Source: an optimization exercise on an open RTL-to-GDS flow (aim: small area and a short achievable clock period). Production flows keep margins and buffers that such runs may drop.
Function was checked by simulation only, so behaviour that the tests miss may differ from the original.
No activity file was given, so power comes from the tool's default toggle rates.

**flow/run.sh**
```bash
#!/bin/bash
# Layout: the standard flow (standard.sh) with
#  - its own synthesis script (flow/my_synth.tcl: same as synth_recipe.tcl, but
#    ABC maps with flow/abc.script, a delay-targeted mapping, and no full/half
#    adder cells are extracted), and
#  - small port buffers (buf_1) instead of the default delay-cell buffers;
#    every input and output port still gets its own buffer.
set -uo pipefail
HERE=$(pwd)
bash standard.sh SYNTH_SCRIPT=$HERE/flow/my_synth.tcl ADDER_MAP_FILE= \
  "BUFFER_PORTS_ARGS=-buffer_cell sky130_fd_sc_hd__buf_1" finish > flow_standard.log 2>&1
```
**flow/my_synth.tcl**
```tcl
# The standard flow's synthesis script (synth_recipe.tcl), except that ABC maps with
# abc.script beside this file (delay-targeted mapping) instead of ORFS's
# speed script. Registers are mapped exactly as in the standard synthesis.
set ::my_flow_dir [file dirname [file normalize [info script]]]
proc synth {args} { yosys synth -nofsm -noshare {*}$args }
proc abc {args} {
  set out {}
  set skip 0
  foreach a $args {
    if {$skip} { set skip 0; continue }
    if {$a eq "-script" || $a eq "-D"} { set skip 1; continue }
    lappend out $a
  }
  lappend out -script [file join $::my_flow_dir abc.script]
  puts "abc with [file join $::my_flow_dir abc.script]"
  yosys abc {*}$out
}
source $::env(SCRIPTS_DIR)/synth.tcl
# left out here: clear keep_hierarchy, flatten, clean up, hide names made inside functions, write 1_2_yosys.v
```
**flow/abc.script**
```
strash
dch -f
map -D 1000
topo
buffer -c
upsize -D 1000
dnsize -D 1000
```
**config.mk**
```make
export PLATFORM = sky130hd
export DESIGN_NAME = ALU
export DESIGN_NICKNAME = ALU
export VERILOG_FILES = /design/flow/design.v
export SDC_FILE = /design/flow/constraint.sdc
export NUM_CORES = 4
export LEC_CHECK = 0
export CAP_MARGIN = 20
export CORE_MARGIN = 2
export CORE_UTILIZATION = 40
export SETUP_SLACK_MARGIN = 2.8
export SLEW_MARGIN = 20
```
**design.v**
```verilog
module ALU(
    input  [13:0] instruction,
    input  wire [19:0] A, B,
    input  cin, clk, rst,
    output reg [19:0] result,
    output wire [19:0] SX_flags,
    output wire reset,
    output reg carry_out,
    output wire halfword,
    output reg inc
);
assign halfword = 1'b0;
assign reset    = 1'b0;
reg sx0, sx1, sx12;
assign SX_flags = {7'b0, sx12, 10'b0, sx1, sx0};
wire [13:0] I = instruction;
reg keep, e_sum, e_p, e_g, e_sh, e_ls;
always @* begin
    keep = 1'b0; e_sum = 1'b0; e_p = 1'b0; e_g = 1'b0; e_sh = 1'b0; e_ls = 1'b0;
    case (I)
    14'h000, 14'h015, 14'h029, 14'h03E, 14'h053, 14'h068,
    14'h1E2, 14'h1F7, 14'h20C, 14'h221, 14'h236,
    14'h24B, 14'h260, 14'h275, 14'h28A, 14'h29F, 14'h2B4,
    14'h2C9, 14'h2DE: keep = 1'b1;
    14'h092: begin keep = ~sx12; e_p = sx12; end            
    14'h07D: e_ls = 1'b1;                                    
    14'h0A7, 14'h0E6, 14'h1A3: e_p = 1'b1;                   
    14'h0D1: begin e_p = 1'b1; e_g = 1'b1; end               
    14'h0BC: e_g = 1'b1;                                     
    14'h0FB, 14'h110, 14'h125, 14'h13A: e_sh = 1'b1;         
    14'h164, 14'h179, 14'h18E, 14'h1B8, 14'h1CD: e_sum = 1'b1;
    default: ;
    endcase
end
wire d_trap = (I == 14'h000);
wire d_jmp  = (I == 14'h029);
wire d_eq   = (I == 14'h1E2);
wire d_gt   = (I == 14'h1F7);
wire d_lt   = (I == 14'h20C);
wire d_get  = (I == 14'h221);
wire d_let  = (I == 14'h236);
wire d_cy   = (I == 14'h1A3) | (I == 14'h1CD);    
wire useB = (~I[0] & I[1] & I[2]) | (~I[1] & ~I[8]) | (I[7] & I[8]);
wire invX = (I[0] & I[2]) | (~I[2] & I[3]) | (~I[0] & ~I[2] & ~I[4]) | (I[9]);
wire c0 = (~I[0] & ~I[1]) | (~I[3]) | (I[0] & ~I[5] & ~cin);
wire xstat = (~I[0] & ~I[2] & ~I[8]);
wire addc = (~I[2] & ~I[4]);
wire left = (~I[0]);
wire rot = (I[5] & ~I[6]);
wire subc = (~I[1]);
wire [19:0] X = ({20{useB}} & B) ^ {20{invX}};
wire [19:0] p = A ^ X;
wire [19:0] g = A & X;
wire [20:0] pg0 = {g, c0};
wire [20:0] pp0 = {p, 1'b0};
wire [20:0] pg1, pp1, pg2, pp2, pg3, pp3, pg4, pp4, pg5, pp5;
genvar k;
generate for (k = 0; k < 21; k = k + 1) begin : g_pre
    if (k & 1)  begin assign pg1[k] = pg0[k] | pp0[k] & pg0[(k|0)-1];   assign pp1[k] = pp0[k] & pp0[(k|0)-1]; end
    else        begin assign pg1[k] = pg0[k]; assign pp1[k] = pp0[k]; end
    if (k & 2)  begin assign pg2[k] = pg1[k] | pp1[k] & pg1[(k|1)-2];   assign pp2[k] = pp1[k] & pp1[(k|1)-2]; end
    else        begin assign pg2[k] = pg1[k]; assign pp2[k] = pp1[k]; end
    if (k & 4)  begin assign pg3[k] = pg2[k] | pp2[k] & pg2[(k|3)-4];   assign pp3[k] = pp2[k] & pp2[(k|3)-4]; end
    else        begin assign pg3[k] = pg2[k]; assign pp3[k] = pp2[k]; end
    if (k & 8)  begin assign pg4[k] = pg3[k] | pp3[k] & pg3[(k|7)-8];   assign pp4[k] = pp3[k] & pp3[(k|7)-8]; end
    else        begin assign pg4[k] = pg3[k]; assign pp4[k] = pp3[k]; end
    if (k & 16) begin assign pg5[k] = pg4[k] | pp4[k] & pg4[(k|15)-16]; assign pp5[k] = pp4[k] & pp4[(k|15)-16]; end
    else        begin assign pg5[k] = pg4[k]; assign pp5[k] = pp4[k]; end
end endgenerate
wire [19:0] sum = p ^ pg5[19:0];    
wire ge = pg5[20];                  
wire eq = &p;                      
wire [4:0] s   = B[4:0];
wire [4:0] amt = left ? (5'd20 - s) : s;
wire [19:0] r0 = amt[0] ? {A[0],     A[19:1]}   : A;
wire [19:0] r1 = amt[1] ? {r0[1:0],  r0[19:2]}  : r0;
wire [19:0] r2 = amt[2] ? {r1[3:0],  r1[19:4]}  : r1;
wire [19:0] r3 = amt[3] ? {r2[7:0],  r2[19:8]}  : r2;
wire [19:0] r4 = amt[4] ? {r3[15:0], r3[19:16]} : r3;
wire bok = e_sh & (B[19:5] == 15'b0);
wire [19:0] M;
genvar gi;
generate for (gi = 0; gi < 20; gi = gi + 1) begin : g_m
    assign M[gi] = bok & (rot ? (s <= 5'd20) : left ? (s <= gi) : (s <= 5'd19 - gi));
end endgenerate
wire [19:0] pl = {p[19:13], p[12] ^ xstat, p[11:2], p[1] ^ (xstat & sx1), p[0] ^ (xstat & sx0) ^ (addc & cin)};
wire [19:0] ls = {7'b0, sx12, 10'b0, sx1, sx0};
wire [19:0] nres = ({20{keep}} & result) | ({20{e_sum}} & sum) | ({20{e_p}} & pl) |
                   ({20{e_g}} & g) | (r4 & M) | ({20{e_ls}} & ls);
always @(posedge clk or posedge rst) begin
    if (rst) begin
        result    <= 20'b0;
        carry_out <= 1'b0;
        inc       <= 1'b0;
        sx0       <= 1'b0;
        sx1       <= 1'b0;
        sx12      <= 1'b0;
    end else begin
        result <= nres;
        if (d_cy)
            carry_out <= ((A[0] ^ subc) & B[0]) | ((A[0] ^ subc) & cin) | (B[0] & cin);
        if (d_jmp)
            inc <= 1'b1;
        if (d_trap)
            sx12 <= 1'b1;
        if (d_eq | d_get | d_let)
            sx0 <= d_eq ? eq : d_get ? ge : (~ge | eq);
        if (d_gt | d_lt | d_get | d_let)
            sx1 <= d_gt ? (ge & ~eq) : d_let ? (~ge | eq) : ~ge;
    end
end
endmodule
```
**constraint.sdc**
```tcl
create_clock -name core_clock -period 6.0 [get_ports {clk}]
set_input_delay 1.2000 -clock core_clock [delete_from_list [all_inputs] [get_ports {clk}]]
set_output_delay 1.2000 -clock core_clock [all_outputs]
set_load 0.01 [all_outputs]
```
**standard.sh**
```bash
#!/bin/bash
# synth_recipe.tcl (not shown) runs the flow's synth.tcl, then flattens the netlist and writes it again
# the make line also repeats each setting of config.mk as NAME=value (left out here)
make -C /OpenROAD-flow-scripts/flow DESIGN_CONFIG=/design/flow/config.mk WORK_HOME=/design/flow/orfs CLKGATE_MAP_FILE= SYNTH_SCRIPT=/design/flow/synth_recipe.tcl "${@:-finish}"
```
==> results of run 1 <==
## metal layers
layer	wire, um	GRT usage [%]	share of wire [%]	vias to the layer above
li1	-	-	-	3612
met3	3737	4.934	14	165
met1	10540	49.35	39	3623
met5	0	0	0	-
met2	10750	47.16	40	733
met4	1746	12.50	6.5	0
## registers in the layout, summed over array words and instances, names as in the netlist
signal / count
sx0: 1
inc: 1
carry_out: 1
sx12: 1
result: 20
sx1: 1
## area by class of cell
type                    count  area [sq um]
repair inverters            2         12.51
well taps                 176         220.2
multi-input cells         796          5185
inverters                  87         346.6
clock buffers               3         75.07
clock inverters             1         5.005
fillers                  1220          5418
repair buffers            176          1408
flip-flops and latches     25         625.6
## Yosys cell counts, types with 3 or more instances
cell type | instances | area share, %
nand2_1 | 218 | 15
clkbuf_1 | 27 | 1.9
a221oi_1 | 13 | 2.1
o21bai_1 | 3 | 0.41
a22oi_1 | 4 | 0.55
mux2i_1 | 19 | 3.5
nor4_1 | 5 | 0.57
o22ai_1 | 17 | 1.9
nand4_1 | 20 | 2.3
o311ai_0 | 5 | 0.80
nand3_2 | 4 | 0.73
buf_6 | 6 | 1.2
o21ai_1 | 10 | 0.92
a31oi_1 | 4 | 0.46
o2111ai_1 | 5 | 0.80
nand2b_1 | 5 | 0.57
nor3_1 | 13 | 1.2
inv_1 | 85 | 5.8
or2_2 | 7 | 0.80
o211ai_1 | 11 | 1.5
o21ai_0 | 77 | 7.1
xor2_1 | 6 | 0.96
nand3_1 | 105 | 9.6
nand4_2 | 3 | 0.69
buf_2 | 14 | 1.3
nor2_1 | 89 | 6.1
a21oi_1 | 74 | 6.8
o2bb2ai_1 | 3 | 0.48
dfrtp_1 | 25 | 11
buf_4 | 24 | 3.3
o21a_1 | 3 | 0.41
a21oi_2 | 3 | 0.48
o31ai_1 | 3 | 0.41
nand2_2 | 5 | 0.57
o221ai_1 | 4 | 0.64
## logic make-up after synthesis
kind of cell	synth area share, %
AO/OA/AOI/OAI	29.75
XOR/XNOR	1.283
buffers and inverters	13.65
other	0.06865
flip-flops	11.45
AND/OR/NAND/NOR	40.31
multiplexers	3.481
## power by group through the flow
stage / combinational (uW) / clock [uW] / sequential (uW)
detailed placement: 473 / 0 / 172
CTS: 626 / 153 / 169
global route: 810 / 161 / 169
global placement: 476 / 0 / 172
finish: 769 / 154 / 169
floorplan: 361 / 0 / 172
## stage by stage
step	total power (uW)	utilization (%)	cells
global route	1140	59.25	1266
global placement	648.0	43.12	1168
CTS	948.0	53.16	1229
finish	1092	59.25	1266
detailed placement	645.2	43.12	1168
floorplan	532.9	-	972
## critical path, delay by kind of cell
family	cells	cell delay, ns
AOI/OAI and AO/OA	7	1.26
and+or+nand+nor	4	0.52
buffers and inverters	3	0.49
## final timing paths
check | startpoint | end
min reg2reg | inc$_DFFE_PP0P_ | inc$_DFFE_PP0P_
min in group asynchronous | rst | inc$_DFFE_PP0P_
max | instruction[2] | result[8]$_DFF_PP0_
max in group asynchronous | rst | result[16]$_DFF_PP0_
max reg2reg | sx12$_DFFE_PP0P_ | result[9]$_DFF_PP0_
min | inc$_DFFE_PP0P_ | inc$_DFFE_PP0P_
## what timing repair did
action,4_1_cts,5_1_grt
endpoints found under the setup margin,22,22
hold buffers,0,0
buffers inserted,42,33
cloned,15,4
gates resized for setup,171,119
pin swaps,45,54
==> results.py, run 1 <==
metrics = {
    "clocking": {
        "clockBufferDepth": 2,
        "cts_tree": "done",
        "clock_latency_ns": 0.26,
        "clock-sinks": 25,
        "htreeDepth": 1,
        "cts_root_buffer": "clkbuf_16",
        "path_clk_slew_ns": 0.07,
        "cts_buffers": 3,
    },
    "placed_design": {
        "portBuffers": 81,
        "hpwl_um": 17310,
        "dpl_worst_slack_ns": 1.370,
        "gp_congestion": 1.053,
        "dpl_cell_area_sq_um": 5733,
    },
    "power_and_ir_drop": {
        "p_switching_uw": 545.6,
        "cellInternalPower_uw": 546.1,
        "power_frac_seq_pct": 15.5,
        "vdd_drop_max_mv": 0.08542,
        "power_frac_comb_pct": 70.4,
        "leakage_uw": 0.003343,
        "pwr-share-clk_pct": 14.1,
        "switching_share_pct": 49.97,
        "power.density_nw_per_um2": 138.6,
    },
    "timing": {
        "holdWs_ns": 0.4656,
        "finClkSkew_ns": 0.002902,
        "finalCriticalPeriod_ns": 3.366,
        "worst_pin_slew_ns": 0.9789,
        "hold_viol": 0,
        "maxSlewViolCount": 0,
        "fin_tns_setup_ns": 0,
        "worst_slack_ns": 2.634,
        "fin_crit_sh_pct": 56.09,
        "relSlewSlack_pct": 34.34,
        "fmax_mhz": 297.1,
        "finalSetupViolCount": 0,
        "rsz0062_at_grt": "true",
    },
    "route": {
        "ant_nets": 0,
        "drc": 0,
        "routed_wl_um": 26780,
        "post_drt_wl_per_cell_um": 21.15,
        "via_per_inst": 6.424,
        "drt-initial-drc-count": 1144,
        "vias": 8133,
        "drt_first_pass_iters": 6,
    },
    "floorplan": {
        "die_h_um": 120.9,
        "die_area_sq_um": 14610,
        "ioPinCount": 101,
        "floorplan.initialDensity_pct": 41.09,
        "rows": 42,
        "core-area_sq_um": 13300,
        "die_w_um": 120.9,
    },
    "hold_path": {
        "hold_depth": 2,
        "hold_class": "reg2reg",
    },
    "synthesis": {
        "yosysUniqueCellTypes": 63,
        "syn_inst": 954,
        "synth_edf_count": 0,
        "ys_warn_count": 1,
        "synthesis.area_sq_um": 5463,
        "synthArstFlopShare_pct": 100.0,
        "syn_area_per_cell_sq_um": 5.726,
        "ys_ff_latch": 25,
        "synth_flop_cell": "dfrtp_1",
        "ys_seq_area_share_pct": 11.45,
    },
    "worst_setup_path": {
        "arrival_ns": 3.48,
        "crit_top_cell": "buf_6",
        "worst_path_largest_cell_delay_ns": 0.29,
        "rrSetupSlack_ns": 4.23,
        "startpoint_type": "input pin",
        "endpoint_kind": "register",
        "critPathSlowestCell": "a21oi_4",
        "worstPathCellList": "buf_12 > a21oi_4 > buf_6 > o311ai_4 > buf_6 > nand2_1 > nand3_2 > nand2_2 > o21a_1 > nand2_4 > a21boi_2 > a21oi_1 > o21ai_0 > o311ai_0",
        "crit_required_ns": 6.12,
        "critPathMaxFanout": 16,
        "crit_type": "in2reg",
        "r2r_cells": 5,
    },
    "final_layout": {
        "stdcell_area_sq_um": 7878,
        "mostFrequentLayoutCell": "nand2_1",
        "drive_gt1_share_pct": 27.61,
        "areaGrowthSynthToFinish_pct": 44.21,
        "diodes": 0,
        "nets": 1148,
        "final_cell_mix": "nand2_1 (189), nor2_1 (81), inv_1 (77)",
    },
    "global_routing": {
        "antenna_found_initial": 0,
        "grt_pass1_vias": 6763,
        "grt_pass1_wl_um": 37800,
        "grt_usage_pct": 33.01,
        "grt_overflow": 0,
        "grt_max_degree": 45,
    },
    "outcome": {
        "outcome": "finished clean",
    },
    "job": {
        "maxCapViolations": 0,
    },
}
==> run 2: changes to the inputs <==
--- a/config.mk
+++ b/config.mk
@@ -10,3 +10,4 @@
 export CORE_UTILIZATION = 40
-export SETUP_SLACK_MARGIN = 2.8
+export SETUP_SLACK_MARGIN = 2.4
 export SLEW_MARGIN = 20
+export TNS_END_PERCENT = 20
==> run 2 against run 1 <==
Net effect:
- wire length decreased by 19%
- clock power increased by 5%
- largest power group unchanged
- synthesized area unchanged
- combinational power decreased by 32%
- largest cell class unchanged
- critical path type unchanged
==> results.py, run 2 <==
metrics = {
    "outcome": {
        "outcome": "finished clean",
    },
    "clocking": {
        "clock_latency_ns": 0.27,
        "path_clk_slew_ns": 0.08,
        "cts_buffers": 3,
        "cts_root_buffer": "clkbuf_16",
        "cts_tree": "done",
        "hold_buffers": 0,
        "htreeDepth": 1,
        "clockBufferDepth": 2,
        "clock-sinks": 25,
    },
    "global_routing": {
        "grt_usage_pct": 29.34,
        "grt_max_degree": 54,
        "antenna_found_initial": 1,
        "grt_overflow": 0,
        "grt_pass1_wl_um": 33640,
        "grt_pass1_vias": 5972,
    },
    "final_layout": {
        "diodes": 0,
        "largest_reg_flops": 20,
        "drive_gt1_share_pct": 9.594,
        "final_cell_mix": "nand2_1 (217), nand3_1 (99), inv_1 (83), nor2_1 (83), buf_1 (73)",
        "nets": 1069,
        "regMostFlops": "result",
        "areaGrowthSynthToFinish_pct": 12.00,
        "fin_util_pct": 46.02,
        "stdcell_area_sq_um": 6118,
        "mostFrequentLayoutCell": "nand2_1",
    },
    "route": {
        "drt-initial-drc-count": 915,
        "ant_nets": 0,
        "drc": 0,
        "routed_wl_um": 21640,
        "post_drt_wl_per_cell_um": 18.23,
        "via_per_inst": 5.990,
        "drt_first_pass_iters": 5,
        "vias": 7110,
    },
    "synthesis": {
        "ys_ff_latch": 25,
        "synth_edf_count": 0,
        "ys_warn_count": 1,
        "yosysTopAreaCell": "nand2_1",
        "netlist_top_cells_count": "nand2_1 (218), nand3_1 (105), nor2_1 (89)",
        "ys_seq_area_share_pct": 11.45,
        "yosys-top-cells-area": "nand2_1 (15%), dfrtp_1 (11%), nand3_1 (9.6%), o21ai_0 (7.1%), a21oi_1 (6.8%)",
        "synth_flop_cell": "dfrtp_1",
        "syn_area_per_cell_sq_um": 5.726,
        "synthArstFlopShare_pct": 100.0,
        "yosysUniqueCellTypes": 63,
        "syn_inst": 954,
        "synth.most_common_cell": "nand2_1",
        "synthesis.area_sq_um": 5463,
        "synth_top_cell_area_share_pct": 14.98,
    },
    "worst_setup_path": {
        "r2r_cells": 6,
        "crit_type": "in2reg",
        "crit_top_cell": "o21ai_1",
        "critPathMaxFanout": 21,
        "crit_required_ns": 6.15,
        "endpoint_kind": "register",
        "critical_path.startpoint": "B[4]",
        "critPathSlowestCell": "buf_1",
        "arrival_ns": 3.67,
        "worstPathCellList": "buf_1 > nor2_1 > nand2_1 > o21ai_1 > buf_4 > inv_1 > o21ai_0 > a221oi_1 > o21ai_1",
        "reg2reg_from": "sx12$_DFFE_PP0P_",
        "startpoint_type": "input pin",
        "rr_endpoint": "result[17]$_DFF_PP0_",
        "cp-endpoint": "result[6]$_DFF_PP0_",
        "rrSetupSlack_ns": 4.15,
        "worst_path_largest_cell_delay_ns": 0.63,
    },
    "floorplan": {
        "core-area_sq_um": 13300,
        "die_h_um": 120.9,
        "die_w_um": 120.9,
        "floorplan.initialDensity_pct": 41.09,
        "die_area_sq_um": 14610,
        "rows": 42,
        "ioPinCount": 101,
    },
    "job": {
        "maxCapViolations": 0,
    },
    "timing": {
        "relSlewSlack_pct": 42.15,
        "fmax_mhz": 284.2,
        "holdWs_ns": 0.4755,
        "fin_tns_setup_ns": 0,
        "hold_viol": 0,
        "finClkSkew_ns": 0.01223,
        "rsz0062_at_grt": "true",
        "maxSlewViolCount": 0,
        "finalSetupViolCount": 0,
        "fin_crit_sh_pct": 58.64,
        "finalCriticalPeriod_ns": 3.519,
        "worst_pin_slew_ns": 0.8677,
    },
    "power_and_ir_drop": {
        "vdd_drop_max_mv": 0.07706,
        "power.density_nw_per_um2": 140.0,
        "leakage_uw": 0.002667,
    },
    "placed_design": {
        "gp_congestion": 1.006,
        "dpl_cell_area_sq_um": 5733,
        "portBuffers": 81,
        "hpwl_um": 17390,
    },
    "hold_path": {
        "hold_depth": 2,
        "hold_class": "reg2reg",
    },
}
-- run 2: changes by cell type in the layout (fill, tap and decap cells not counted), moves of 9 or more --
cell and change:
nand3_1 +33, nand2_1 +28, nand3_2 -16, o21ai_1 -9
buf_6 -12, nand3_4 -18, o21ai_2 -12, nand2_2 -24
buf_4 -53, a21oi_1 +15, o21ai_0 +21, a21oi_2 -12
-- run 2: worst min-delay path by stage --
stage | startpoint | end | slack [ns]
2_1_floorplan | sx12$_DFFE_PP0P_ | sx12$_DFFE_PP0P_ | 0.49
4_1_cts | inc$_DFFE_PP0P_ | inc$_DFFE_PP0P_ | 0.48
3_5_place_dp | inc$_DFFE_PP0P_ | inc$_DFFE_PP0P_ | 0.46
6_report | inc$_DFFE_PP0P_ | inc$_DFFE_PP0P_ | 0.48
5_1_grt | inc$_DFFE_PP0P_ | inc$_DFFE_PP0P_ | 0.51
3_3_place_gp | inc$_DFFE_PP0P_ | inc$_DFFE_PP0P_ | 0.45
-- run 2: final cells by class --
| cell class | instances | area, sq um |
|---|---|---|
| fill | 1430 | 7177 |
| multi-input combinational | 789 | 4298 |
| sequential | 25 | 625.6 |
| timing repair buffer | 105 | 551.8 |
| inverter | 87 | 332.8 |
| tap | 176 | 220.2 |
| clock buffer | 3 | 75.07 |
| clock inverter | 1 | 7.507 |
| timing repair inverter | 1 | 7.507 |
-- run 2: through the flow --
stage                     power (uW)  setup WS (ns)  std cells
after floorplan                529.8          2.747        972
after global placement         648.0          1.563       1171
after detailed placement       644.4          1.621       1171
after CTS                      806.7          2.359       1176
final                          856.7          2.481       1187
after global routing           913.9          2.319       1187
-- run 2: what timing repair did --
action	4_1_cts	5_1_grt
endpoints found under the hold margin	0	0
setup endpoints to repair	22	22
setup buffers	0	10
pin swaps	0	9
resized for setup	13	50
cloned	1	1
-- run 2: report_power, final --
part / switching, uW / total, uW / leakage [uW] / internal [uW]
Combinational: 364 / 526 / 0.00229 / 163
Clock: 70.2 / 161 / 0.0000371 / 90.9
Sequential: 0.446 / 169 / 0.000339 / 169
Total: 434 / 857 / 0.00267 / 422
-- run 2: critical path, delay by kind of cell --
family                 cells  cell delay (ns)
buffers and inverters      3             1.29
and+or+nand+nor            2             0.38
AOI/OAI and AO/OA          4             0.80
-- run 2: cell families after synthesis --
| kind of cell | after synthesis | synth area share [%] |
|---|---|---|
| other cells | 1 | 0.06865 |
| compound gates | 258 | 29.75 |
| simple gates | 485 | 40.31 |
| flops | 25 | 11.45 |
| mux | 19 | 3.481 |
| xor+xnor | 8 | 1.283 |
| buf+inv | 158 | 13.65 |
-- run 2: per-layer routing --
layer / wire, um / track usage [%] / share of wire (%)
met1: 9980 / 47.02 / 46
met2: 8327 / 38.90 / 38
met3: 2838 / 5.921 / 13
met4: 474 / 6.977 / 2.2
met5: 13 / 0 / 0.060
==> run 3: changes to the inputs <==
--- a/config.mk
+++ b/config.mk
@@ -10,3 +10,3 @@
 export CORE_UTILIZATION = 40
-export SETUP_SLACK_MARGIN = 2.4
+export SETUP_SLACK_MARGIN = 2.7
 export SLEW_MARGIN = 20
==> run 3 against run 2 <==
Net effect:
- clock-buffer cell count is the same
- first-iteration DRC count grew 15%
- register-to-register slack lost 0.02 ns
- sequential share of layout area shrank 1.4 points
- via count grew 6.6%
- clock skew shrank 0.0017 ns
- critical path depth grew 7
- flip-flop and latch count is the same
- wire length grew 12%
- worst hold slack lost 0.0031 ns
- critical path type unchanged
- largest cell class unchanged
- largest power group unchanged
==> results.py, run 3 <==
metrics = {
    "synthesis": {
        "synth_edf_count": 0,
        "ys_ff_latch": 25,
        "yosysTopAreaCell": "nand2_1",
        "syn_area_per_cell_sq_um": 5.726,
        "netlist_top_cells_count": "nand2_1 (218), nand3_1 (105), nor2_1 (89)",
        "yosys-top-cells-area": "nand2_1 (15%), dfrtp_1 (11%), nand3_1 (9.6%), o21ai_0 (7.1%), a21oi_1 (6.8%)",
        "yosysUniqueCellTypes": 63,
        "ys_seq_area_share_pct": 11.45,
        "synth_top_cell_area_share_pct": 14.98,
        "syn_inst": 954,
        "synth_flop_cell": "dfrtp_1",
        "synthesis.area_sq_um": 5463,
        "synth.most_common_cell": "nand2_1",
        "synthArstFlopShare_pct": 100.0,
        "ys_warn_count": 1,
    },
    "timing": {
        "finalSetupViolCount": 0,
        "rsz0062_at_grt": "true",
        "worst_pin_slew_ns": 0.6612,
        "finClkSkew_ns": 0.01052,
        "maxSlewViolCount": 0,
        "hold_viol": 0,
        "finalCriticalPeriod_ns": 3.393,
        "fin_crit_sh_pct": 56.55,
        "relSlewSlack_pct": 55.22,
        "fmax_mhz": 294.7,
        "fin_tns_setup_ns": 0,
    },
    "power_and_ir_drop": {
        "pwr-share-clk_pct": 16.3,
        "leakage_uw": 0.003067,
        "cellInternalPower_uw": 497.5,
        "power.density_nw_per_um2": 139.1,
        "power_frac_seq_pct": 17.1,
        "vdd_drop_max_mv": 0.07923,
        "power_frac_comb_pct": 66.6,
        "switching_share_pct": 49.80,
        "p_switching_uw": 493.6,
    },
    "final_layout": {
        "mostFrequentLayoutCell": "nand2_1",
        "final_cell_mix": "nand2_1 (210), nor2_1 (82), inv_1 (79)",
        "nets": 1115,
        "final_cells": 1233,
        "multi_input_area_sq_um": 4712,
        "diodes": 0,
        "regMostFlops": "result",
        "largest_reg_flops": 20,
        "areaGrowthSynthToFinish_pct": 30.39,
        "drive_gt1_share_pct": 19.11,
        "seqCellArea_sq_um": 625.6,
        "nFillCells": 1291,
    },
    "clocking": {
        "clock-sinks": 25,
        "htreeDepth": 1,
        "cts_buffers": 3,
        "path_clk_slew_ns": 0.08,
        "clock_latency_ns": 0.27,
        "hold_buffers": 0,
        "clockBufferDepth": 2,
        "cts_root_buffer": "clkbuf_16",
        "cts_tree": "done",
    },
    "worst_setup_path": {
        "critPathSlowestCell": "a21oi_4",
        "worst_path_largest_cell_delay_ns": 0.22,
        "crit_type": "in2reg",
        "rr_endpoint": "result[17]$_DFF_PP0_",
        "critical_path.startpoint": "instruction[8]",
        "rrSetupSlack_ns": 4.13,
        "startpoint_type": "input pin",
        "critPathMaxFanout": 8,
        "worstPathCellList": "buf_2 > nand2_2 > o211ai_4 > buf_12 > clkbuf_16 > nand2_1 > nand2_1 > nand3_4 > nand4_1 > nor2_4 > a21oi_4 > o21ai_4 > buf_6 > a22oi_2 > o22ai_1 > a31oi_1",
        "crit_top_cell": "nand2_1",
        "crit_required_ns": 6.19,
        "endpoint_kind": "register",
        "r2r_cells": 6,
        "arrival_ns": 3.59,
        "reg2reg_from": "sx12$_DFFE_PP0P_",
    },
    "global_routing": {
        "grt_usage_pct": 29.86,
        "grt_overflow": 0,
        "antenna_found_initial": 1,
        "grt_pass1_vias": 6109,
        "grt_max_degree": 54,
        "grt_use_met1_pct": 46.87,
        "grt_pass1_wl_um": 34290,
        "use_met2_pct": 39.71,
        "grt_use_met3_pct": 6.955,
        "busiest_layer": "met1",
    },
    "placed_design": {
        "dp.cells": 1171,
        "portBuffers": 81,
        "hpwl_um": 17390,
        "gp_congestion": 1.006,
    },
    "route": {
        "post_drt_wl_per_cell_um": 19.70,
        "via_per_inst": 6.147,
        "drc": 0,
        "drt-initial-drc-count": 1056,
        "ant_nets": 0,
        "vias": 7579,
        "drt_first_pass_iters": 9,
        "routed_wl_um": 24290,
    },
    "floorplan": {
        "core-area_sq_um": 13300,
        "die_area_sq_um": 14610,
        "die_h_um": 120.9,
        "rows": 42,
        "floorplan.initialDensity_pct": 41.09,
        "ioPinCount": 101,
        "die_w_um": 120.9,
    },
    "hold_path": {
        "hold_depth": 2,
        "hp-start": "inc$_DFFE_PP0P_",
        "hold_class": "reg2reg",
        "hold_end": "inc$_DFFE_PP0P_",
    },
    "outcome": {
        "outcome": "finished clean",
    },
    "job": {
        "maxCapViolations": 0,
    },
}
-- run 3: logic make-up (layout without fill, tap and decap cells) --
family | after synthesis | count (layout) | synth area share (%)
XOR/XNOR | 8 | 8 | 1.283
multiplexers | 19 | 19 | 3.481
flip-flops | 25 | 25 | 11.45
buffers and inverters | 158 | 242 | 13.65
other | 1 | 19 | 0.06865
AND/OR/NAND/NOR | 485 | 486 | 40.31
AO/OA/AOI/OAI | 258 | 258 | 29.75
-- run 3: routing by layer --
| metal | vias up | wire, um |
|---|---|---|
| met5 | - | 11 |
| met3 | 73 | 3372 |
| met1 | 3410 | 10340 |
| met4 | 2 | 847 |
| li1 | 3521 | - |
| met2 | 573 | 9713 |
-- run 3: worst max-delay path: cells and delay by family --
family,cells,cell delay (ns)
AOI/OAI and AO/OA,6,0.94
buffers and inverters,4,0.67
and+or+nand+nor,6,0.77
-- run 3: through the flow --
step,instance area [sq um],total power (uW),util (%),setup WS [ns],hold slack (ns)
2_1_floorplan,5530,529.8,-,2.747,0.4946
3_3_place_gp,5733,648.0,43.12,1.563,0.4537
3_5_place_dp,5733,644.4,43.12,1.621,0.4564
4_1_cts,6176,846.5,46.45,2.669,0.4763
5_1_grt,7123,1045,53.58,2.501,0.5100
6_report,7123,991.1,53.58,2.607,0.4723
-- run 3: cell type report --
class                   count  share of cell area (%)
multi-input cells         790                   66.15
repair buffers            148                   15.76
flip-flops and latches     25                   8.783
inverters                  87                   4.778
well taps                 176                   3.092
clock buffers               3                   1.054
repair inverters            3                  0.2810
clock inverters             1                  0.1054
-- run 3: power groups by stage --
stage	logic, uW	registers (uW)	clock network [uW]
2_1_floorplan	358	172	0
3_3_place_gp	476	172	0
3_5_place_dp	472	172	0
4_1_cts	518	169	159
5_1_grt	709	169	166
6_report	660	169	162
-- run 3: worst max-delay path by stage --
| stage | to | slack, ns | depth (start not counted) |
|---|---|---|---|
| final | sx1$_DFFE_PP0P_ | 2.61 | 16 |
| after global routing | result[15]$_DFF_PP0_ | 2.50 | 14 |
| after CTS | result[6]$_DFF_PP0_ | 2.67 | 15 |
| after detailed placement | result[6]$_DFF_PP0_ | 1.62 | 14 |
| after global placement | result[10]$_DFF_PP0_ | 1.56 | 14 |
| after floorplan | sx0$_DFFE_PP0P_ | 2.75 | 15 |
-- run 3: repair_timing --
action                     in CTS  in global routing
setup endpoints to repair      22                 22
pin swaps                      11                 37
gates resized for setup        78                 95
setup buffers                   8                 33
cloned                          2                 14
==> run 4: changes to the inputs <==
--- a/config.mk
+++ b/config.mk
@@ -10,3 +10,3 @@
 export CORE_UTILIZATION = 40
-export SETUP_SLACK_MARGIN = 2.7
+export SETUP_SLACK_MARGIN = 2.2
 export SLEW_MARGIN = 20
==> run 4 against run 3 <==
Net effect:
- via count decreased by 8.2%
- global-route usage shrank 0.59 points
- sequential power is essentially flat
- fmax is 7.6% lower
- critical path depth decreased by 3
- critical endpoint is now result[18]$_DFF_PP0_
- highest routed layer unchanged
==> results.py, run 4 <==
metrics = {
    "floorplan": {
        "die_w_um": 120.9,
        "die_h_um": 120.9,
        "core-area_sq_um": 13300,
        "die_area_sq_um": 14610,
        "ioPinCount": 101,
        "floorplan.initialDensity_pct": 41.09,
        "rows": 42,
    },
    "worst_setup_path": {
        "crit_buf_inv": 3,
        "worst_path_largest_cell_delay_ns": 0.34,
        "crit_top_cell": "nand3_1",
        "critical_path.startpoint": "instruction[2]",
        "critPathSlowestCell": "nand3b_2",
        "reg2reg_from": "sx12$_DFFE_PP0P_",
        "arrival_ns": 3.81,
        "rr_endpoint": "result[17]$_DFF_PP0_",
        "endpoint_kind": "register",
        "startpoint_type": "input pin",
        "r2r_cells": 6,
        "crit_type": "in2reg",
        "rrSetupSlack_ns": 4.17,
        "worstPathCellList": "clkbuf_4 > inv_1 > nand2_2 > o311a_1 > buf_6 > nand3_1 > nand3_1 > nand4_1 > nand3b_2 > o21ai_4 > nand3_1 > a21oi_1 > o21ai_1",
        "critPathMaxFanout": 27,
        "path_delay_family": "simple AND/OR/NAND/NOR gates",
        "crit_required_ns": 6.14,
    },
    "final_layout": {
        "largest_reg_flops": 20,
        "final_cell_mix": "nand2_1 (218), nand3_1 (101), nor2_1 (86)",
        "nFillCells": 1450,
        "stdcell_area_sq_um": 5922,
        "diodes": 0,
        "areaGrowthSynthToFinish_pct": 8.406,
        "multi_input_area_sq_um": 4228,
        "seqCellArea_sq_um": 625.6,
        "final_cells": 1176,
        "mostFrequentLayoutCell": "nand2_1",
        "nets": 1058,
        "drive_gt1_share_pct": 7.600,
        "regMostFlops": "result",
    },
    "global_routing": {
        "grt_pass1_vias": 5949,
        "grt_overflow": 0,
        "grt_usage_pct": 29.26,
        "grt_max_degree": 54,
        "antenna_found_initial": 1,
        "grt_pass1_wl_um": 33570,
    },
    "synthesis": {
        "synth_edf_count": 0,
        "yosysUniqueCellTypes": 63,
        "syn_inst": 954,
        "ys_seq_area_share_pct": 11.45,
        "synthArstFlopShare_pct": 100.0,
        "netlist_top_cells_count": "nand2_1 (218), nand3_1 (105), nor2_1 (89)",
        "yosys-top-cells-area": "nand2_1 (15%), dfrtp_1 (11%), nand3_1 (9.6%), o21ai_0 (7.1%), a21oi_1 (6.8%)",
        "ys_ff_latch": 25,
        "synth.most_common_cell": "nand2_1",
        "syn_area_per_cell_sq_um": 5.726,
        "yosysTopAreaCell": "nand2_1",
        "synth_flop_cell": "dfrtp_1",
        "ys_warn_count": 1,
        "synth_top_cell_area_share_pct": 14.98,
        "synthesis.area_sq_um": 5463,
    },
    "timing": {
        "worst_slack_ns": 2.330,
        "holdWs_ns": 0.4717,
        "maxSlewViolCount": 0,
        "hold_viol": 0,
        "finClkSkew_ns": 0.01180,
        "fin_crit_sh_pct": 61.17,
        "rsz0062_at_grt": "true",
        "fmax_mhz": 272.5,
        "worst_pin_slew_ns": 0.8539,
        "finalSetupViolCount": 0,
        "fin_tns_setup_ns": 0,
        "relSlewSlack_pct": 43.08,
        "finalCriticalPeriod_ns": 3.670,
    },
    "route": {
        "via_per_inst": 5.913,
        "drc": 0,
        "vias": 6954,
        "post_drt_wl_per_cell_um": 17.99,
        "drt-initial-drc-count": 826,
        "routed_wl_um": 21150,
        "drt_first_pass_iters": 7,
        "ant_nets": 0,
    },
    "job": {
        "maxCapViolations": 0,
    },
    "hold_path": {
        "hold_depth": 2,
        "hold_end": "inc$_DFFE_PP0P_",
        "hp-start": "inc$_DFFE_PP0P_",
        "hold_class": "reg2reg",
    },
    "clocking": {
        "cts_root_buffer": "clkbuf_16",
        "clock-sinks": 25,
        "clock_latency_ns": 0.27,
        "hold_buffers": 0,
        "path_clk_slew_ns": 0.08,
        "clockBufferDepth": 2,
        "cts_buffers": 3,
        "cts_setup_buffers": 0,
        "cts_tree": "done",
        "htreeDepth": 1,
    },
    "power_and_ir_drop": {
        "leakage_uw": 0.002562,
        "power.density_nw_per_um2": 140.4,
        "vdd_drop_max_mv": 0.07612,
    },
    "placed_design": {
        "dpl_worst_slack_ns": 1.621,
        "hpwl_um": 17390,
        "dp.cells": 1171,
        "gp_congestion": 1.006,
        "portBuffers": 81,
        "dpl_cell_area_sq_um": 5733,
    },
    "outcome": {
        "outcome": "finished clean",
    },
}
-- run 4: worst max-delay path by stage --
stage / endpoint / slack [ns] / depth (start not counted)
final: result[18]$_DFF_PP0_ / 2.33 / 13
after global routing: result[18]$_DFF_PP0_ / 2.14 / 14
after CTS: result[6]$_DFF_PP0_ / 2.22 / 14
after detailed placement: result[6]$_DFF_PP0_ / 1.62 / 14
after global placement: result[10]$_DFF_PP0_ / 1.56 / 14
after floorplan: sx0$_DFFE_PP0P_ / 2.75 / 15
-- run 4: cell families (layout without fill, tap and decap cells) --
group           count (synthesis)  after routing  synth area share (%)
buf+inv                       158            186                 13.65
other cells                     1             19               0.06865
compound gates                258            258                 29.75
xor+xnor                        8              8                 1.283
simple gates                  485            485                 40.31
flops                          25             25                 11.45
mux                            19             19                 3.481
-- run 4: worst register-to-register path, stage by stage, from the launching register on --
cell and delay [ns]:
dfrtp_1 0.43, inv_1 0.14, o2111ai_2 0.25, inv_2 0.35, o22ai_1 0.17, a221oi_1 0.22
o21ai_1 0.12
-- run 4: cell type report --
class                      count  share of cell area [%]
multi-input combinational    789                   71.39
sequential                    25                   10.56
timing repair buffer          94                   7.268
inverter                      87                   5.578
tap                          176                   3.719
clock buffer                   3                   1.268
clock inverter                 1                  0.1268
timing repair inverter         1                 0.08451
-- run 4: repair_timing --
item                       4_1_cts  5_1_grt
gates resized for setup          4       26
setup endpoints to repair       21       22
pin swaps                        0        1
cloned                           0        1
-- run 4: metrics by stage --
step | utilization, % | power [uW]
after floorplan | - | 529.8
after global placement | 43.12 | 648.0
after detailed placement | 43.12 | 644.4
after CTS | 43.80 | 803.2
after global routing | 44.54 | 890.6
final | 44.54 | 831.7
-- run 4: routing by layer --
metal / up-vias / wire [um] / GRT usage [%]
met1: 3104 / 9974 / 46.99
met5: - / 13 / 0
met3: 32 / 2562 / 5.921
met2: 411 / 8078 / 38.38
li1: 3405 / - / -
met4: 2 / 523 / 7.558
-- run 4: report_power, final --
part           switching, uW  internal [uW]  total, uW
registers              0.427            169        169
clock network           69.9           90.9        161
logic                    352            149        502
total                    423            409        832
==> run 5: changes to the inputs <==
--- a/config.mk
+++ b/config.mk
@@ -10,4 +10,3 @@
 export CORE_UTILIZATION = 40
-export SETUP_SLACK_MARGIN = 2.2
+export SETUP_SLACK_MARGIN = 2.4
 export SLEW_MARGIN = 20
-export TNS_END_PERCENT = 20
==> run 5 against run 4 <==
Net effect:
- non-clock buffer count is 12 higher
- global-route usage is 0.079 points higher
- core utilization increased by 1.9 points
==> results.py, run 5 <==
metrics = {
    "worst_setup_path": {
        "endpoint_kind": "register",
        "crit_top_cell": "o21ai_1",
        "critPathSlowestCell": "buf_1",
        "startpoint_type": "input pin",
        "path_delay_family": "buffers and inverters",
        "rrSetupSlack_ns": 4.15,
        "crit_type": "in2reg",
        "crit_required_ns": 6.15,
        "arrival_ns": 3.66,
        "crit_buf_inv": 3,
        "worst_path_largest_cell_delay_ns": 0.64,
        "worstPathCellList": "buf_1 > nor2_1 > nand2_1 > o21ai_1 > buf_4 > inv_1 > o21ai_0 > a221oi_1 > o21ai_1",
        "critPathMaxFanout": 21,
    },
    "route": {
        "drt-initial-drc-count": 908,
        "ant_nets": 0,
        "detail_route.wirelength.met1_um": 10120,
        "vias": 7150,
        "via_per_inst": 6.019,
        "top_layer": "met5",
        "drc": 0,
        "met3_wirelength_um": 2759,
        "wl_met2_um": 8431,
        "routed_wl_um": 21800,
        "post_drt_wl_per_cell_um": 18.35,
        "drt_first_pass_iters": 5,
    },
    "timing": {
        "finClkSkew_ns": 0.01260,
        "fin_crit_sh_pct": 58.49,
        "relSlewSlack_pct": 41.88,
        "rsz0062_at_grt": "true",
        "fin_tns_setup_ns": 0,
        "finalCriticalPeriod_ns": 3.510,
        "hold_viol": 0,
        "worst_pin_slew_ns": 0.8718,
        "fmax_mhz": 284.9,
        "finalSetupViolCount": 0,
        "maxSlewViolCount": 0,
    },
    "job": {
        "maxCapViolations": 0,
    },
    "power_and_ir_drop": {
        "switching_share_pct": 50.71,
        "pwr-share-clk_pct": 18.6,
        "power_frac_comb_pct": 61.9,
        "leakage_uw": 0.002689,
        "power.density_nw_per_um2": 140.3,
        "vdd_drop_max_mv": 0.07731,
        "cellInternalPower_uw": 427.4,
        "p_switching_uw": 439.7,
        "power_frac_seq_pct": 19.5,
    },
    "global_routing": {
        "grt_pass1_wl_um": 33640,
        "grt_usage_pct": 29.34,
        "grt_pass1_vias": 5972,
        "grt_max_degree": 54,
        "grt_overflow": 0,
        "antenna_found_initial": 1,
    },
    "final_layout": {
        "fin_util_pct": 46.48,
        "areaGrowthSynthToFinish_pct": 13.12,
        "largest_reg_flops": 20,
        "nFillCells": 1423,
        "final_cell_mix": "nand2_1 (217), nand3_1 (97), inv_1 (83), nor2_1 (83), buf_1 (73)",
        "diodes": 0,
        "regMostFlops": "result",
        "drive_gt1_share_pct": 10.28,
        "mostFrequentLayoutCell": "nand2_1",
        "nets": 1070,
    },
    "outcome": {
        "outcome": "finished clean",
    },
    "synthesis": {
        "yosys.area_share.simple_pct": 40.31,
        "synthArstFlopShare_pct": 100.0,
        "synth_compound_area_share_pct": 29.75,
        "ys_warn_count": 1,
        "synthesis.area_sq_um": 5463,
        "yosys-top-cells-area": "nand2_1 (15%), dfrtp_1 (11%), nand3_1 (9.6%), o21ai_0 (7.1%), a21oi_1 (6.8%)",
        "synth_xor_xnor_area_share_pct": 1.283,
        "synth.area.mux_share_pct": 3.481,
        "synth_flop_cell": "dfrtp_1",
        "syn_inst": 954,
        "synth_edf_count": 0,
        "synth_top_family_by_area": "simple AND/OR/NAND/NOR gates",
        "synth.most_common_cell": "nand2_1",
        "yosysUniqueCellTypes": 63,
        "ys_seq_area_share_pct": 11.45,
        "netlist_top_cells_count": "nand2_1 (218), nand3_1 (105), nor2_1 (89)",
        "syn_area_per_cell_sq_um": 5.726,
        "synthAdderAreaFrac_pct": 0,
        "ys_ff_latch": 25,
        "yosysTopAreaCell": "nand2_1",
        "synth_top_cell_area_share_pct": 14.98,
    },
    "placed_design": {
        "portBuffers": 81,
        "hpwl_um": 17390,
        "gp_congestion": 1.006,
    },
    "floorplan": {
        "ioPinCount": 101,
        "floorplan.initialDensity_pct": 41.09,
        "core-area_sq_um": 13300,
        "die_h_um": 120.9,
        "die_w_um": 120.9,
        "rows": 42,
        "die_area_sq_um": 14610,
    },
    "clocking": {
        "htreeDepth": 1,
        "cts_root_buffer": "clkbuf_16",
        "clock_latency_ns": 0.27,
        "cts_tree": "done",
        "clockBufferDepth": 2,
        "hold_buffers": 0,
        "clock-sinks": 25,
        "cts_buffers": 3,
        "path_clk_slew_ns": 0.08,
    },
    "hold_path": {
        "hold_class": "reg2reg",
    },
}
-- run 5: per-layer routing --
metal | track usage (%) | up-vias
met5 | 0 | -
met4 | 6.977 | 2
met3 | 5.921 | 37
met2 | 38.90 | 465
met1 | 47.02 | 3229
li1 | - | 3417
-- run 5: repair_timing --
action | in CTS | in global routing
hold endpoints to repair | 0 | 0
resized for setup | 13 | 63
buffers inserted | 0 | 10
gates cloned | 1 | 2
endpoints found under the setup margin | 22 | 22
pin swaps | 0 | 10
-- run 5: layout make-up --
type                            count  area, sq um  share of cell area [%]
Multi-Input combinational cell    789         4329                   70.05
Sequential cell                    25        625.6                   10.12
Timing Repair Buffer              106        581.8                   9.415
Inverter                           87        332.8                   5.386
Tap cell                          176        220.2                   3.563
Clock buffer                        3        75.07                   1.215
Clock inverter                      1        7.507                  0.1215
Timing Repair inverter              1        7.507                  0.1215
-- run 5: tightest hold or removal path: cells and delay by family, from the launching register on --
family,cells,cell delay (ns)
DFF,1,0.35
and+or+nand+nor,1,0.05
buffers and inverters,1,0.04
-- run 5: power groups by stage --
stage | combinational (uW) | sequential [uW] | clock [uW]
6_report | 537 | 169 | 161
2_1_floorplan | 358 | 172 | 0
3_3_place_gp | 476 | 172 | 0
3_5_place_dp | 472 | 172 | 0
4_1_cts | 478 | 169 | 159
5_1_grt | 589 | 169 | 166
-- run 5: stage by stage --
stage          setup WS, ns  instance area, sq um  std cells  hold slack [ns]  power [uW]
2_1_floorplan         2.747                  5530        972           0.4946       529.8
3_3_place_gp          1.563                  5733       1171           0.4537       648.0
3_5_place_dp          1.621                  5733       1171           0.4564       644.4
4_1_cts               2.359                  5856       1176           0.4763       806.7
5_1_grt               2.354                  6180       1188           0.5098       923.9
6_report              2.490                  6180       1188           0.4757       867.2
-- run 5: worst paths after layout --
path	from	endpoint	depth (start not counted)
min	inc$_DFFE_PP0P_	inc$_DFFE_PP0P_	2
max reg2reg	sx12$_DFFE_PP0P_	result[17]$_DFF_PP0_	6
max in group asynchronous	rst	result[17]$_DFF_PP0_	2
min in group asynchronous	rst	sx12$_DFFE_PP0P_	2
min reg2reg	inc$_DFFE_PP0P_	inc$_DFFE_PP0P_	2
max	B[4]	result[6]$_DFF_PP0_	9
-- run 5: logic make-up (layout without fill, tap and decap cells) --
kind of cell | Yosys count | count (layout)
simple gates | 485 | 485
compound gates | 258 | 258
xor+xnor | 8 | 8
mux | 19 | 19
flops | 25 | 25
other cells | 1 | 19
buf+inv | 158 | 198
==> run 6: changes to the inputs <==
--- a/flow/run.sh
+++ b/flow/run.sh
@@ -10,2 +10,2 @@
 bash standard.sh SYNTH_SCRIPT=$HERE/flow/my_synth.tcl ADDER_MAP_FILE= \
-  "BUFFER_PORTS_ARGS=-buffer_cell sky130_fd_sc_hd__buf_1" finish > flow_standard.log 2>&1
+  "BUFFER_PORTS_ARGS=-buffer_cell sky130_fd_sc_hd__buf_1" RECOVER_POWER=100 finish > flow_standard.log 2>&1
==> run 6 against run 5 <==
Net effect:
- still clean on timing, DRC and antenna
- wire length is 0.24% higher
- register-to-register slack better by 0.02 ns
- total power is 0.64% lower
- clock-buffer cell count stayed put
==> results.py, run 6 <==
metrics = {
    "synthesis": {
        "ys_seq_area_share_pct": 11.45,
        "synthesis.area_sq_um": 5463,
        "netlist_top_cells_count": "nand2_1 (218), nand3_1 (105), nor2_1 (89)",
        "syn_inst": 954,
        "synth.most_common_cell": "nand2_1",
        "synth_top_family_by_area": "simple AND/OR/NAND/NOR gates",
        "yosysTopAreaCell": "nand2_1",
        "synth_xor_xnor_area_share_pct": 1.283,
        "synth_compound_area_share_pct": 29.75,
        "ys_warn_count": 1,
        "synth_flop_cell": "dfrtp_1",
        "yosys-top-cells-area": "nand2_1 (15%), dfrtp_1 (11%), nand3_1 (9.6%), o21ai_0 (7.1%), a21oi_1 (6.8%)",
        "yosys.area_share.simple_pct": 40.31,
        "ys_ff_latch": 25,
        "yosysUniqueCellTypes": 63,
        "synthAdderAreaFrac_pct": 0,
        "synth_top_cell_area_share_pct": 14.98,
        "synth.area.mux_share_pct": 3.481,
        "synth_edf_count": 0,
        "synthArstFlopShare_pct": 100.0,
        "syn_area_per_cell_sq_um": 5.726,
    },
    "worst_setup_path": {
        "crit_type": "in2reg",
        "startpoint_type": "input pin",
        "arrival_ns": 4.72,
        "crit_required_ns": 6.15,
        "critPathSlowestCell": "clkbuf_1",
        "crit_buf_inv": 4,
        "critPathMaxFanout": 23,
        "path_delay_family": "buffers and inverters",
        "worst_path_largest_cell_delay_ns": 0.83,
        "worstPathCellList": "clkbuf_1 > clkbuf_1 > o211ai_1 > clkbuf_1 > buf_4 > o21ai_0 > mux2i_1 > or2_2 > o21ai_0 > o21ai_0 > a221oi_1 > o21ai_1",
        "endpoint_kind": "register",
    },
    "power_and_ir_drop": {
        "total_power_uw": 861.6,
        "power.density_nw_per_um2": 140.1,
        "leakage_uw": 0.002675,
        "vdd_drop_max_mv": 0.07718,
    },
    "clocking": {
        "cts_buffers": 3,
        "path_clk_slew_ns": 0.08,
        "clockBufferDepth": 2,
        "clock_latency_ns": 0.27,
        "htreeDepth": 1,
        "clock-sinks": 25,
        "cts_root_buffer": "clkbuf_16",
        "cts_tree": "done",
        "hold_buffers": 0,
    },
    "final_layout": {
        "areaGrowthSynthToFinish_pct": 12.55,
        "diodes": 0,
        "drive_gt1_share_pct": 9.684,
        "final_cell_mix": "nand2_1 (218), nand3_1 (97), inv_1 (84)",
        "seqCellArea_sq_um": 625.6,
        "regMostFlops": "result",
        "nets": 1070,
        "largest_reg_flops": 20,
        "nFillCells": 1430,
        "mostFrequentLayoutCell": "nand2_1",
        "multi_input_area_sq_um": 4313,
    },
    "floorplan": {
        "die_h_um": 120.9,
        "rows": 42,
        "ioPinCount": 101,
        "die_w_um": 120.9,
        "core-area_sq_um": 13300,
        "floorplan.initialDensity_pct": 41.09,
        "die_area_sq_um": 14610,
    },
    "route": {
        "drt_first_pass_iters": 6,
        "via_per_inst": 5.975,
        "ant_nets": 0,
        "post_drt_wl_per_cell_um": 18.39,
        "drt-initial-drc-count": 955,
        "routed_wl_um": 21850,
        "drc": 0,
        "vias": 7098,
    },
    "global_routing": {
        "antenna_found_initial": 1,
        "grt_pass1_wl_um": 33640,
        "grt_usage_pct": 29.34,
        "grt_overflow": 0,
        "grt_pass1_vias": 5972,
        "grt_max_degree": 54,
    },
    "job": {
        "maxCapViolations": 0,
    },
    "placed_design": {
        "gp_congestion": 1.006,
        "portBuffers": 81,
        "hpwl_um": 17390,
    },
    "timing": {
        "fin_tns_setup_ns": 0,
        "fmax_mhz": 219.2,
        "finalCriticalPeriod_ns": 4.562,
        "maxSlewViolCount": 0,
        "fin_crit_sh_pct": 76.04,
        "finClkSkew_ns": 0.01248,
        "rsz0062_at_grt": "true",
        "relSlewSlack_pct": 27.77,
        "hold_viol": 0,
        "worst_pin_slew_ns": 1.082,
        "finalSetupViolCount": 0,
    },
    "outcome": {
        "outcome": "finished clean",
    },
    "hold_path": {
        "hold_class": "reg2reg",
    },
}
==> run 6: cell counts after synthesis <==
Identical to the previous run, type by type.
==> run 6: routing by layer <==
layer,wire [um],global-route usage (%)
met5,13,0
met4,488,6.977
met3,2806,5.921
met2,8459,38.90
met1,10080,47.02
==> run 6: tightest hold or removal path, delay by kind of cell, from the launching register on <==
family	cells	cell delay, ns
flip-flops	1	0.35
AND/OR/NAND/NOR	1	0.05
buffers and inverters	1	0.04
==> run 6: path summary, 6_finish.rpt <==
kind | start | to | slack (ns) | cells past startpoint
max | instruction[0] | result[6]$_DFF_PP0_ | 1.44 | 12
min reg2reg | inc$_DFFE_PP0P_ | inc$_DFFE_PP0P_ | 0.48 | 2
min | inc$_DFFE_PP0P_ | inc$_DFFE_PP0P_ | 0.48 | 2
min in group asynchronous | rst | sx12$_DFFE_PP0P_ | 1.16 | 2
max reg2reg | sx12$_DFFE_PP0P_ | result[17]$_DFF_PP0_ | 4.17 | 6
max in group asynchronous | rst | result[17]$_DFF_PP0_ | 4.17 | 2
==> run 6: through the flow <==
stage               utilization [%]  instances  hold slack [ns]  worst slack [ns]  instance area (sq um)
floorplan                         -        972           0.4946             2.747                   5530
global placement              43.12       1171           0.4537             1.563                   5733
detailed placement            43.12       1171           0.4564             1.621                   5733
CTS                           44.04       1176           0.4763             2.359                   5856
global route                  46.25       1188           0.5098             1.198                   6148
finish                        46.25       1188           0.4756             1.438                   6148
==> run 6: repair_timing <==
item                                    in CTS  in global routing
endpoints found under the setup margin      22                 22
pin swaps                                    0                 10
endpoints found under the hold margin        0                  0
gates resized for setup                     13                 63
gates cloned                                 1                  2
setup buffers                                0                 10
==> run 6: power by group <==
group          total, uW  internal (uW)  switching, uW
combinational        531            165            367
clock                161           90.9           70.4
sequential           169            169          0.424
total                862            424            437
==> run 6: cell type report <==
| type | count | share of cell area (%) |
|---|---|---|
| tap | 176 | 3.582 |
| inverter | 87 | 5.413 |
| clock buffer | 3 | 1.221 |
| timing repair buffer | 106 | 9.219 |
| multi-input combinational | 789 | 70.15 |
| sequential | 25 | 10.18 |
| clock inverter | 1 | 0.1221 |
| timing repair inverter | 1 | 0.1221 |
==> run 6: logic make-up (layout without fill, tap and decap cells) <==
family | count (synthesis) | in the layout
mux | 19 | 19
other cells | 1 | 19
buf+inv | 158 | 198
flops | 25 | 25
compound gates | 258 | 258
xor+xnor | 8 | 8
simple gates | 485 | 485
==> run 7: changes to the inputs <==
--- a/flow/run.sh
+++ b/flow/run.sh
@@ -10,2 +10,2 @@
 bash standard.sh SYNTH_SCRIPT=$HERE/flow/my_synth.tcl ADDER_MAP_FILE= \
-  "BUFFER_PORTS_ARGS=-buffer_cell sky130_fd_sc_hd__buf_1" RECOVER_POWER=100 finish > flow_standard.log 2>&1
+  "BUFFER_PORTS_ARGS=-buffer_cell sky130_fd_sc_hd__buf_1" SKIP_REPAIR_TIE_FANOUT=1 finish > flow_standard.log 2>&1
--- a/config.mk
+++ b/config.mk
@@ -10,3 +10,5 @@
 export CORE_UTILIZATION = 40
+export CTS_BUF_LIST = sky130_fd_sc_hd__clkbuf_8
 export SETUP_SLACK_MARGIN = 2.4
 export SLEW_MARGIN = 20
+export TNS_END_PERCENT = 20
==> run 7 against run 6 <==
Net effect:
- still clean
- die area unchanged
- synthesized cell count unchanged
- wire length increased by 5.1%
- highest routed layer is now met4
- flip-flop and latch count unchanged
- via count increased by 1.4%
- total power decreased by 5.4%
- fmax increased by 26%
- core utilization about the same
- critical endpoint unchanged
- sequential share of layout area about the same
- clock-buffer cell count unchanged
==> results.py, run 7 <==
metrics = {
    "outcome": {
        "outcome": "finished clean",
    },
    "power_and_ir_drop": {
        "total_power_uw": 815.1,
        "switching_share_pct": 53.22,
        "power_frac_comb_pct": 66.6,
        "vdd_drop_max_mv": 0.06911,
        "power.density_nw_per_um2": 132.5,
        "power_frac_seq_pct": 20.7,
        "leakage_uw": 0.002619,
        "p_switching_uw": 433.8,
        "cellInternalPower_uw": 381.3,
        "pwr-share-clk_pct": 12.7,
    },
    "final_layout": {
        "drive_gt1_share_pct": 11.03,
        "regMostFlops": "result",
        "areaGrowthSynthToFinish_pct": 12.64,
        "stdcell_area_sq_um": 6153,
        "diodes": 0,
        "mostFrequentLayoutCell": "nand2_1",
        "fin_util_pct": 46.28,
        "final_cell_mix": "nand2_1 (217), nand3_1 (97), nor2_1 (85)",
        "largest_reg_flops": 20,
        "nets": 1055,
        "nFillCells": 1445,
    },
    "synthesis": {
        "syn_area_per_cell_sq_um": 5.726,
        "netlist_top_cells_count": "nand2_1 (218), nand3_1 (105), nor2_1 (89)",
        "synthArstFlopShare_pct": 100.0,
        "yosys.area_share.simple_pct": 40.31,
        "synth.most_common_cell": "nand2_1",
        "ys_warn_count": 1,
        "yosys-top-cells-area": "nand2_1 (15%), dfrtp_1 (11%), nand3_1 (9.6%), o21ai_0 (7.1%), a21oi_1 (6.8%)",
        "synth.area.mux_share_pct": 3.481,
        "synth_compound_area_share_pct": 29.75,
        "synthesis.area_sq_um": 5463,
        "yosysTopAreaCell": "nand2_1",
        "ys_ff_latch": 25,
        "synth_top_cell_area_share_pct": 14.98,
        "synth_flop_cell": "dfrtp_1",
        "yosysUniqueCellTypes": 63,
        "synth_xor_xnor_area_share_pct": 1.283,
        "ys_seq_area_share_pct": 11.45,
        "synth_edf_count": 0,
        "synth_top_family_by_area": "simple AND/OR/NAND/NOR gates",
        "syn_inst": 954,
        "synthAdderAreaFrac_pct": 0,
    },
    "worst_setup_path": {
        "crit_type": "in2reg",
        "crit_required_ns": 6.16,
        "worstPathCellList": "clkbuf_4 > buf_8 > o211ai_1 > buf_4 > clkbuf_4 > o21ai_0 > mux2i_1 > or2_2 > nand3_1 > o21ai_0 > a221oi_1 > o21ai_1",
        "critPathMaxFanout": 28,
        "startpoint_type": "input pin",
        "arrival_ns": 3.76,
        "worst_path_largest_cell_delay_ns": 0.35,
        "endpoint_kind": "register",
        "critPathSlowestCell": "o21ai_0",
    },
    "timing": {
        "holdWs_ns": 0.4687,
        "fin_crit_sh_pct": 60.11,
        "relSlewSlack_pct": 36.48,
        "fin_tns_setup_ns": 0,
        "worst_pin_slew_ns": 0.9470,
        "rsz0062_at_grt": "true",
        "finalCriticalPeriod_ns": 3.607,
        "hold_viol": 0,
        "finalSetupViolCount": 0,
        "maxSlewViolCount": 0,
        "finClkSkew_ns": 0.01455,
        "fmax_mhz": 277.3,
    },
    "route": {
        "drt-initial-drc-count": 1019,
        "drt_first_pass_iters": 6,
        "post_drt_wl_per_cell_um": 19.58,
        "via_per_inst": 6.133,
        "routed_wl_um": 22960,
        "vias": 7194,
        "drc": 0,
        "ant_nets": 0,
    },
    "placed_design": {
        "portBuffers": 81,
        "dpl_cell_area_sq_um": 5640,
        "hpwl_um": 17500,
        "gp_congestion": 0.9615,
    },
    "clocking": {
        "cts_buffers": 3,
        "path_clk_slew_ns": 0.10,
        "cts_root_buffer": "clkbuf_8",
        "clockBufferDepth": 2,
        "clock-sinks": 25,
        "cts_tree": "done",
        "clock_latency_ns": 0.28,
        "htreeDepth": 1,
    },
    "global_routing": {
        "grt_overflow": 0,
        "grt_pass1_wl_um": 34160,
        "antenna_found_initial": 0,
        "grt_pass1_vias": 6075,
        "grt_max_degree": 44,
        "grt_usage_pct": 30.16,
    },
    "floorplan": {
        "die_h_um": 120.9,
        "ioPinCount": 101,
        "die_area_sq_um": 14610,
        "core-area_sq_um": 13300,
        "floorplan.initialDensity_pct": 41.09,
        "die_w_um": 120.9,
        "rows": 42,
    },
    "job": {
        "maxCapViolations": 0,
    },
    "hold_path": {
        "hold_class": "reg2reg",
    },
}
==> run 7: layout make-up <==
| class | instances | area, sq um | share of cell area [%] |
|---|---|---|---|
| Clock inverter | 1 | 7.507 | 0.1220 |
| Timing Repair inverter | 1 | 7.507 | 0.1220 |
| Timing Repair Buffer | 104 | 534.3 | 8.682 |
| Tap cell | 176 | 220.2 | 3.579 |
| Inverter | 87 | 336.6 | 5.470 |
| Clock buffer | 3 | 41.29 | 0.6710 |
| Multi-Input combinational cell | 776 | 4380 | 71.19 |
| Sequential cell | 25 | 625.6 | 10.17 |
==> run 7: per-stage QoR <==
stage	setup slack (ns)	instances
final	2.393	1173
after global routing	2.291	1173
after CTS	2.360	1158
after detailed placement	1.181	1149
after global placement	1.259	1149
after floorplan	2.747	954
==> run 7: cell families after synthesis <==
group,Yosys count
buffers and inverters,158
flip-flops,25
other,1
AO/OA/AOI/OAI,258
AND/OR/NAND/NOR,485
multiplexers,19
XOR/XNOR,8
==> run 7: metal layers <==
layer,global-route usage [%],vias to the layer above,wire length [um],part of all wire [%]
met3,7.378,47,2769,12
met5,0,-,0,0
met2,40.94,479,9064,39
met1,46.16,3241,10370,45
met4,8.794,0,753,3.3
li1,-,3427,-,-
==> run 7: worst max-delay path, delay by kind of cell <==
kind                   cells  cell delay (ns)
AO/OA/AOI/OAI              5             1.07
multiplexers               1             0.18
AND/OR/NAND/NOR            2             0.40
buffers and inverters      4             0.89
==> run 7: worst paths after layout <==
| check | from | endpoint | slack, ns | cells after the start |
|---|---|---|---|---|
| worst max-delay path | instruction[0] | result[6]$_DFF_PP0_ | 2.39 | 12 |
| worst min-delay path | inc$_DFFE_PP0P_ | inc$_DFFE_PP0P_ | 0.47 | 2 |
| worst max register to register | sx12$_DFFE_PP0P_ | result[13]$_DFF_PP0_ | 3.99 | 6 |
| worst min register to register | inc$_DFFE_PP0P_ | inc$_DFFE_PP0P_ | 0.47 | 2 |
| max in group asynchronous | rst | result[18]$_DFF_PP0_ | 4.57 | 2 |
| min in group asynchronous | rst | carry_out$_DFFE_PP0P_ | 0.98 | 2 |
==> run 7: power groups by stage <==
stage                     clock network, uW  registers, uW  logic (uW)
final                                   103            169         543
after global routing                    112            169         592
after CTS                               105            169         489
after detailed placement                  0            172         470
after global placement                    0            172         473
after floorplan                           0            172         358
==> run 7: timing repair <==
action,CTS,global route
setup endpoints to repair,22,22
pin swaps,3,5
resized for setup,26,54
hold buffers,0,0
gates cloned,4,3
buffers inserted,1,12

what the ideal ports hide:
In the flow no input, the clock included, has a driving cell. The finished layouts below were timed again as built, in two steps.
Step 1 (the two cells are an assumption about what drives the block):
set clk [get_ports {clk}]
set_driving_cell -lib_cell sky130_fd_sc_hd__clkbuf_16 $clk
set_driving_cell -lib_cell sky130_fd_sc_hd__buf_2 [delete_from_list [all_inputs] $clk]
Step 2 moves the port delays by t, midway between the first and last clock arrival at a register: inputs arrive t later, outputs are due t later. That takes back most of the time a late clock gives input paths.
Slacks: ideal ports / drivers / drivers and shift; pairs: ideal ports / drivers.
run	t (ns)	slack for setup (ns)	worst register clock-pin slew, ns
run 1	0.297	2.634 / 2.594 / 2.297	0.07 / 0.07
run 2	0.301	2.481 / 2.487 / 2.186	0.08 / 0.08
run 3	0.301	2.607 / 2.575 / 2.274	0.08 / 0.08
run 4	0.300	2.330 / 2.335 / 2.034	0.08 / 0.08
run 5	0.300	2.490 / 2.497 / 2.197	0.08 / 0.08
run 6	0.301	1.438 / 1.447 / 1.145	0.08 / 0.08
run 7	0.298	2.393 / 2.396 / 2.097	0.10 / 0.10
After both steps setup and hold are still met in every run listed. The setup slack of run 1, which loses most, moves by -0.040 ns with the drivers and by -0.337 ns with both steps.
